Source: an optimization exercise on an open RTL-to-GDS flow (aim: small area). Production flows keep margins and buffers that such runs may drop. In this exercise RTL edits were held to simulation tests only and were not proved equivalent to the original. Power and IR drop assume default switching activity.

==> inputs of trial 36 <==
// jtcps1_tilemap
module jtcps1_tilemap(
    input              rst,
    input              clk,
    input              flip,
    input      [ 8:0]  vrender,  
    input      [ 2:0]  size,     
    input      [15:0]  hpos,
    input      [15:0]  vpos,
    input              start,
    input              stop,
    output reg         done,
    input      [ 5:0]  game,
    input      [15:0]  bank_offset,
    input      [15:0]  bank_mask,
    output reg [ 7:0]  tile_addr,
    input      [15:0]  tile_data,
    output reg [19:0]  rom_addr,     
    output reg         rom_half,     
    input      [31:0]  rom_data,
    output reg         rom_cs,
    input              rom_ok,
    output reg [ 8:0]  buf_addr,
    output reg [10:0]  buf_data,
    output reg         buf_wr
);
==> module jtcps1_tilemap, before the edit <==
module jtcps1_tilemap(
    input              rst,
    input              clk,
    input              flip,
    input      [ 8:0]  vrender,  
    input      [ 2:0]  size,     
    input      [15:0]  hpos,
    input      [15:0]  vpos,
    input              start,
    input              stop,
    output reg         done,
    input      [ 5:0]  game,
    input      [15:0]  bank_offset,
    input      [15:0]  bank_mask,
    output reg [ 7:0]  tile_addr,
    input      [15:0]  tile_data,
    output reg [19:0]  rom_addr,     
    output reg         rom_half,     
    input      [31:0]  rom_data,
    output reg         rom_cs,
    input              rom_ok,
    output reg [ 8:0]  buf_addr,
    output reg [10:0]  buf_data,
    output reg         buf_wr
);
localparam [5:0] IDLE = 6'd0,
                 S1   = 6'd1,   
                 S2   = 6'd2,   
                 S3   = 6'd3,   
                 SW0  = 6'd4,   
                 SW1  = 6'd5,   
                 S4   = 6'd6,   
                 S5   = 6'd7,   
                 W0   = 6'd8,   
                 W1   = 6'd9,   
                 W2   = 6'd10,  
                 W3   = 6'd11,  
                 WE   = 6'd12;  
reg [ 5:0] st;
reg [15:0] code;
reg [31:0] pxl_data;
reg  [1:0] group;
reg        vflip;
reg        hflip;
reg  [4:0] pal;
wire       pixel = st[5];
wire [2:0] pcnt  = st[2:0];
wire [1:0] blk   = st[4:3];
wire [3:0] offset, mask;
wire       unmapped;
jtcps1_gfx_mappers u_mapper(
    .game       ( game            ),
    .size       ( size            ),
    .code       ( code[15:6]      ),
    .bank_offset( bank_offset     ),
    .bank_mask  ( bank_mask       ),
    .offset     ( offset          ),
    .mask       ( mask            ),
    .unmapped   ( unmapped        )
);
wire [4:0] vn = vpos[4:0] + (vrender[4:0] ^ {5{flip}});
wire [4:0] vf = vn ^ {5{vflip}};
reg [19:0] rom_pre_addr, rom_offset_addr;
always @(*) begin
    rom_pre_addr = ( {20{size[0]}} & { 1'b0, code, vf[2:0] } ) |
                   ( {20{size[1]}} & { code, vf[3:0] } ) |
                   ( {20{size[2]}} & { code[13:0], vf, hflip } );
    rom_offset_addr = { offset | (mask & rom_pre_addr[19:16]), rom_pre_addr[15:0] };
end
wire [2:0] pidx = pcnt ^ {3{~hflip}};
wire [3:0] colour = { pxl_data[{2'd3,pidx}], pxl_data[{2'd2,pidx}],
                      pxl_data[{2'd1,pidx}], pxl_data[{2'd0,pidx}] };
wire [8:0] buf0 = ( {9{size[0]}} & { 6'b000110, ~hpos[2:0] } ) |
                  ( {9{size[1]}} & { 5'b00010,  ~hpos[3:0] } ) |
                  ( {9{size[2]}} & { 4'b0000,   ~hpos[4:0] } );
wire [7:0] tile0 = ( {8{size[1]}} & { 1'b1, hpos[9:4], 1'b0 } ) |
                   ( {8{size[2]}} & 8'd226 );
wire finish = stop || buf_addr == 9'd447;
wire np     = ~st[5];
wire lo     = np & ~st[3] & ~st[2];    
wire s_idle = lo & ~st[1] & ~st[0];
wire s_1    = lo & ~st[1] &  st[0];
wire s_2    = lo &  st[1] & ~st[0];
wire s_3    = lo &  st[1] &  st[0];
wire s_4    = np & ~st[3] & st[2] & st[1] & ~st[0];
wire s_w    = np &  st[3] & ~st[2];    
wire s_w0   = s_w & ~st[1] & ~st[0];
wire s_w1   = s_w & ~st[1] &  st[0];
wire s_w2   = s_w &  st[1] & ~st[0];
wire s_w3   = s_w &  st[1] &  st[0];
wire s_we   = np &  st[3] &  st[2];
always @(posedge clk) begin
    if( !rst ) begin
        if( s_idle ) tile_addr <= tile0;
        if( s_1    ) tile_addr[0] <= 1'b1;
        if( s_4    ) tile_addr <= { tile_addr[7:1] + 7'd1, 1'b0 };
    end
end
always @(posedge clk) begin
    if( s_2 ) code <= tile_data;
    if( s_3 ) begin
        hflip   <= tile_data[5];
        group   <= tile_data[8:7];
        vflip   <= tile_data[6];
        pal     <= tile_data[4:0];
    end
    if( np ) pxl_data <= rom_data;
end
wire w_end = (s_w1 & size[0]) | (s_w2 & size[1]);
always @(posedge clk or posedge rst) begin
    if(rst) begin
        rom_cs          <= 1'b0;
        done            <= 1'b0;
        st              <= IDLE;
        rom_addr        <= 20'd0;
        rom_half        <= 1'b0;
        buf_addr        <= 9'd0;
        buf_wr          <= 1'b0;
        buf_data        <= 11'd0;
    end else begin
        done   <= finish;
        buf_wr <= !finish && (pixel || s_w3);
        if( finish ) begin
            st <= IDLE;
        end else if( pixel ) begin
            st <= pcnt==3'd7 ? { 3'b001, {1'b0,blk} + 3'd1 } : { st[5:3], pcnt + 3'd1 };
        end else if( s_idle ) begin
            if( start ) st <= S1;
        end else if( s_w ) begin
            if( w_end ) st <= S1;
            else if( rom_ok ) st <= { 1'b1, st[1:0], 3'b000 };
        end else if( s_we ) begin
            st <= S1;
        end else begin
            st <= st + 6'd1;  
        end
        if( finish )
            buf_addr <= 9'd0;
        else if( pixel )
            buf_addr <= buf_addr + 9'd1;
        else if( s_idle )
            buf_addr <= buf0;
        if( pixel ) buf_data <= { group, pal, unmapped ? 4'hf : colour };
        if( s_idle | s_we | (s_w1 & size[1] & rom_ok) ) rom_cs <= 1'b0;
        if( s_4 ) rom_cs <= 1'b1;
        if( s_4 ) begin
            rom_half <= hflip;
            rom_addr <= rom_offset_addr;
        end
        if( rom_ok && ( (s_w0 & ~size[0]) | ((s_w1 | s_w2) & size[2]) | s_w3 ) )
            rom_half <= ~rom_half;
        if( rom_ok && s_w1 && size[2] )
            rom_addr[0] <= ~rom_addr[0];
    end
end
endmodule
export LEC_CHECK = 0
export CAP_MARGIN = 20
export CORE_MARGIN = 2
export CORE_UTILIZATION = 40
export GPL_TIMING_DRIVEN = 0
export SLEW_MARGIN = 20
create_clock -name core_clock -period 10.0 [get_ports {clk}]
standard.sh (not shown) runs the stock make flow with config.mk's settings and CLKGATE_MAP_FILE= SYNTH_SCRIPT=/design/flow/synth_recipe.tcl, a recipe that flattens the netlist after the stock synthesis.
==> flow/flow/run.sh <==
#!/bin/bash
# Own layout flow: the standard ORFS flow (standard.sh, unchanged synthesis)
# with smaller port buffers, synthesis buffers removed before placement and a
# clock tree without dummy loads.
set -euo pipefail
export BUFFER_PORTS_ARGS="-buffer_cell sky130_fd_sc_hd__buf_1"
export REMOVE_ABC_BUFFERS=1
export CTS_ARGS="-sink_clustering_enable -repair_clock_nets -dont_use_dummy_load -buf_list sky130_fd_sc_hd__clkbuf_8"
bash standard.sh > flow_make.log 2>&1
==> trial 67 (differences from trial 36) <==
--- a/flow/design.v
+++ b/flow/design.v
@@ -944,5 +944,7 @@
 always @(*) begin
-    rom_pre_addr = ( {20{size[0]}} & { 1'b0, code, vf[2:0] } ) |
-                   ( {20{size[1]}} & { code, vf[3:0] } ) |
-                   ( {20{size[2]}} & { code[13:0], vf, hflip } );
+    case (size)
+        3'b001:  rom_pre_addr = { 1'b0, code, vf[2:0] };
+        3'b010:  rom_pre_addr = { code, vf[3:0] };
+        default: rom_pre_addr = { code[13:0], vf, hflip };  
+    endcase
     rom_offset_addr = { offset | (mask & rom_pre_addr[19:16]), rom_pre_addr[15:0] };
@@ -952,26 +954,15 @@
                       pxl_data[{2'd1,pidx}], pxl_data[{2'd0,pidx}] };
-wire [8:0] buf0 = ( {9{size[0]}} & { 6'b000110, ~hpos[2:0] } ) |
-                  ( {9{size[1]}} & { 5'b00010,  ~hpos[3:0] } ) |
-                  ( {9{size[2]}} & { 4'b0000,   ~hpos[4:0] } );
-wire [7:0] tile0 = ( {8{size[1]}} & { 1'b1, hpos[9:4], 1'b0 } ) |
-                   ( {8{size[2]}} & 8'd226 );
+wire [8:0] buf0 = size[0] ? { 6'b000110, ~hpos[2:0] } :
+                  size[1] ? { 5'b00010,  ~hpos[3:0] } :
+                            { 4'b0000,   ~hpos[4:0] };
+wire [7:0] tile0 = size[0] ? 8'd0 : (size[1] ? { 1'b1, hpos[9:4], 1'b0 } : 8'd226 );
 wire finish = stop || buf_addr == 9'd447;
-wire np     = ~st[5];
-wire lo     = np & ~st[3] & ~st[2];    
-wire s_idle = lo & ~st[1] & ~st[0];
-wire s_1    = lo & ~st[1] &  st[0];
-wire s_2    = lo &  st[1] & ~st[0];
-wire s_3    = lo &  st[1] &  st[0];
-wire s_4    = np & ~st[3] & st[2] & st[1] & ~st[0];
-wire s_w    = np &  st[3] & ~st[2];    
-wire s_w0   = s_w & ~st[1] & ~st[0];
-wire s_w1   = s_w & ~st[1] &  st[0];
-wire s_w2   = s_w &  st[1] & ~st[0];
-wire s_w3   = s_w &  st[1] &  st[0];
-wire s_we   = np &  st[3] &  st[2];
 always @(posedge clk) begin
     if( !rst ) begin
-        if( s_idle ) tile_addr <= tile0;
-        if( s_1    ) tile_addr[0] <= 1'b1;
-        if( s_4    ) tile_addr <= { tile_addr[7:1] + 7'd1, 1'b0 };
+        case( st )
+            IDLE: tile_addr <= tile0;
+            S1:   tile_addr[0] <= 1'b1;
+            S4:   tile_addr <= { tile_addr[7:1] + 7'd1, 1'b0 };
+            default:;
+        endcase
     end
@@ -979,4 +970,4 @@
 always @(posedge clk) begin
-    if( s_2 ) code <= tile_data;
-    if( s_3 ) begin
+    if( st==S2 ) code <= tile_data;
+    if( st==S3 ) begin
         hflip   <= tile_data[5];
@@ -986,5 +977,4 @@
     end
-    if( np ) pxl_data <= rom_data;
+    if( !pixel ) pxl_data <= rom_data;
 end
-wire w_end = (s_w1 & size[0]) | (s_w2 & size[1]);
 always @(posedge clk or posedge rst) begin
@@ -1001,34 +991,64 @@
         done   <= finish;
-        buf_wr <= !finish && (pixel || s_w3);
-        if( finish ) begin
-            st <= IDLE;
-        end else if( pixel ) begin
-            st <= pcnt==3'd7 ? { 3'b001, {1'b0,blk} + 3'd1 } : { st[5:3], pcnt + 3'd1 };
-        end else if( s_idle ) begin
-            if( start ) st <= S1;
-        end else if( s_w ) begin
-            if( w_end ) st <= S1;
-            else if( rom_ok ) st <= { 1'b1, st[1:0], 3'b000 };
-        end else if( s_we ) begin
-            st <= S1;
+        buf_wr <= !finish && (pixel || st==W3);
+        if( pixel ) begin
+            st <= pcnt==3'd7 ? W1 + {4'd0, blk} : st + 6'd1;
+            buf_addr <= buf_addr+9'd1;
+            buf_data <= { group, pal, unmapped ? 4'hf : colour };
         end else begin
-            st <= st + 6'd1;  
+            case( st )
+                IDLE: begin
+                    rom_cs   <= 1'b0;
+                    buf_addr <= buf0;
+                    if( start ) st <= S1;
+                end
+                S1:  st <= S2;
+                S2:  st <= S3;
+                S3:  st <= SW0;
+                SW0: st <= SW1;
+                SW1: st <= S4;
+                S4: begin
+                    st       <= S5;
+                    rom_half <= hflip;
+                    rom_addr <= rom_offset_addr;
+                    rom_cs   <= 1'b1;
+                end
+                S5: st <= W0;
+                W0: if(rom_ok) begin
+                    st <= 6'b100000;
+                    if(!size[0]) rom_half <= ~rom_half;
+                end
+                W1: begin
+                    if( size[0] ) begin
+                        st <= S1;
+                    end else if(rom_ok) begin
+                        st <= 6'b101000;
+                        if(size[2]) begin
+                            rom_half <= ~rom_half;
+                            rom_addr[0] <= ~rom_addr[0];
+                        end else rom_cs <= 1'b0;
+                    end
+                end
+                W2: begin
+                    if( size[1] ) begin
+                        st <= S1;
+                    end else if(rom_ok) begin
+                        st <= 6'b110000;
+                        rom_half <= ~rom_half;
+                    end
+                end
+                W3: if(rom_ok) begin
+                    st <= 6'b111000;
+                    rom_half <= ~rom_half;
+                end
+                WE: begin
+                    rom_cs <= 1'b0;
+                    st     <= S1;
+                end
+                default: st <= IDLE;
+            endcase
         end
-        if( finish )
-            buf_addr <= 9'd0;
-        else if( pixel )
-            buf_addr <= buf_addr + 9'd1;
-        else if( s_idle )
-            buf_addr <= buf0;
-        if( pixel ) buf_data <= { group, pal, unmapped ? 4'hf : colour };
-        if( s_idle | s_we | (s_w1 & size[1] & rom_ok) ) rom_cs <= 1'b0;
-        if( s_4 ) rom_cs <= 1'b1;
-        if( s_4 ) begin
-            rom_half <= hflip;
-            rom_addr <= rom_offset_addr;
+        if( finish ) begin
+            buf_addr<= 9'd0;
+            st      <= IDLE;
         end
-        if( rom_ok && ( (s_w0 & ~size[0]) | ((s_w1 | s_w2) & size[2]) | s_w3 ) )
-            rom_half <= ~rom_half;
-        if( rom_ok && s_w1 && size[2] )
-            rom_addr[0] <= ~rom_addr[0];
     end
==> flow/flow/run.sh (replaced) <==
#!/bin/bash
# Own layout flow: the standard ORFS flow (standard.sh, unchanged synthesis)
# with smaller port buffers and a clock tree without dummy loads.
set -euo pipefail
# buffer every input and output port with the smallest buffer
export BUFFER_PORTS_ARGS="-buffer_cell sky130_fd_sc_hd__buf_1"
# clock tree: clkbuf_8 leaves on larger clusters, no dummy loads
export CTS_ARGS="-sink_clustering_enable -repair_clock_nets -dont_use_dummy_load -buf_list sky130_fd_sc_hd__clkbuf_8 -sink_clustering_size 30 -sink_clustering_max_diameter 100"
bash standard.sh > flow_make.log 2>&1
- GPL_TIMING_DRIVEN: 0 -> default
==> summary of the runs <==
- In trial 36 the cell area is smaller than in trial 67, by 0.59%.
- Synthesized cell count: trial 67 is larger than trial 36 (2.1%).
- In clock-buffer cell count, trial 67 and trial 36 do not differ.
- Against trial 36, the core utilization of trial 67 is higher by 0.43 points.
- Of trial 36 and trial 67, trial 67 has the higher critical path depth (gap 4).
- Flip-flop and latch count is the same in trial 67 and trial 36.
- First-iteration DRC count: trial 67 is higher than trial 36 (11%).
- Trial 36 passed the timing, design-rule and antenna checks. Trial 67 produced a clean layout.
- Hold slack is about the same in trial 67 and trial 36.
==> figures <==
quantity	trial 67	trial 36
Instance count on the critical path	13	9
Sequential area share after synthesis	43.2%	42.9%
Combined buffer and inverter count along the critical path	3	1
Power drawn by the clock network	0.307 mW	0.303 mW
Actual transition at the worst max-transition pin	1.02 ns	1.13 ns
Post-Place Cell Area	8240 sq um	8180 sq um
Post-synthesis simple-gate area fraction	19.3%	18.5%
Post-route standard cell area excluding fillers	8470 sq um	8420 sq um
Peak supply drop	76.7 uV	107 uV
Complex-gate fraction of the synthesized area	21.3%	23.1%
Ratio of final minimum period to clock period	50.6%	50.8%
Maximum achievable frequency	0.197 GHz	0.197 GHz
Number of placed instances, taps included	1137	1102
Post-synthesis cell type count	80	94
Result of the run	timing/DRC/antenna clean	timing/DRC/antenna clean
Static power due to leakage	3.14 nW	3.01 nW
Portion of the layout cell area used by non-clock buffers	8.69%	8.22%

## port drivers added, routing unchanged
The flow's constraints put no driver on any port. The routed layouts listed below were extracted and timed again, unchanged, in two steps. Step 1, drivers: a clkbuf_16 drives clk and a buf_2 each remaining input, both assumed. Step 2 adds t to the input delays and takes it off the output delays; t is the mean of the earliest and latest rising clock arrival at the registers after step 1. Input paths then give back, and output paths get back, about the clock's delay inside the block. Slacks: ideal ports / drivers / drivers and shift; pairs: ideal ports / drivers.
run | t (ns) | slack for setup (ns) | hold WS [ns] | slew at the worst register clock pin (ns) | worst slew at a driven data input, ns
trial 36 | 0.459 | 4.925 / 4.941 / 4.482 | 0.471 / 0.471 / 0.471 | 0.07 / 0.07 | 0.06
trial 67 | 0.463 | 4.936 / 4.952 / 4.490 | 0.470 / 0.470 / 0.470 | 0.09 / 0.09 | 0.06
After both steps setup and hold are still met in every run listed. For trial 67, which loses most, drivers alone change the setup slack by +0.016 ns; drivers and shift together by -0.446 ns.
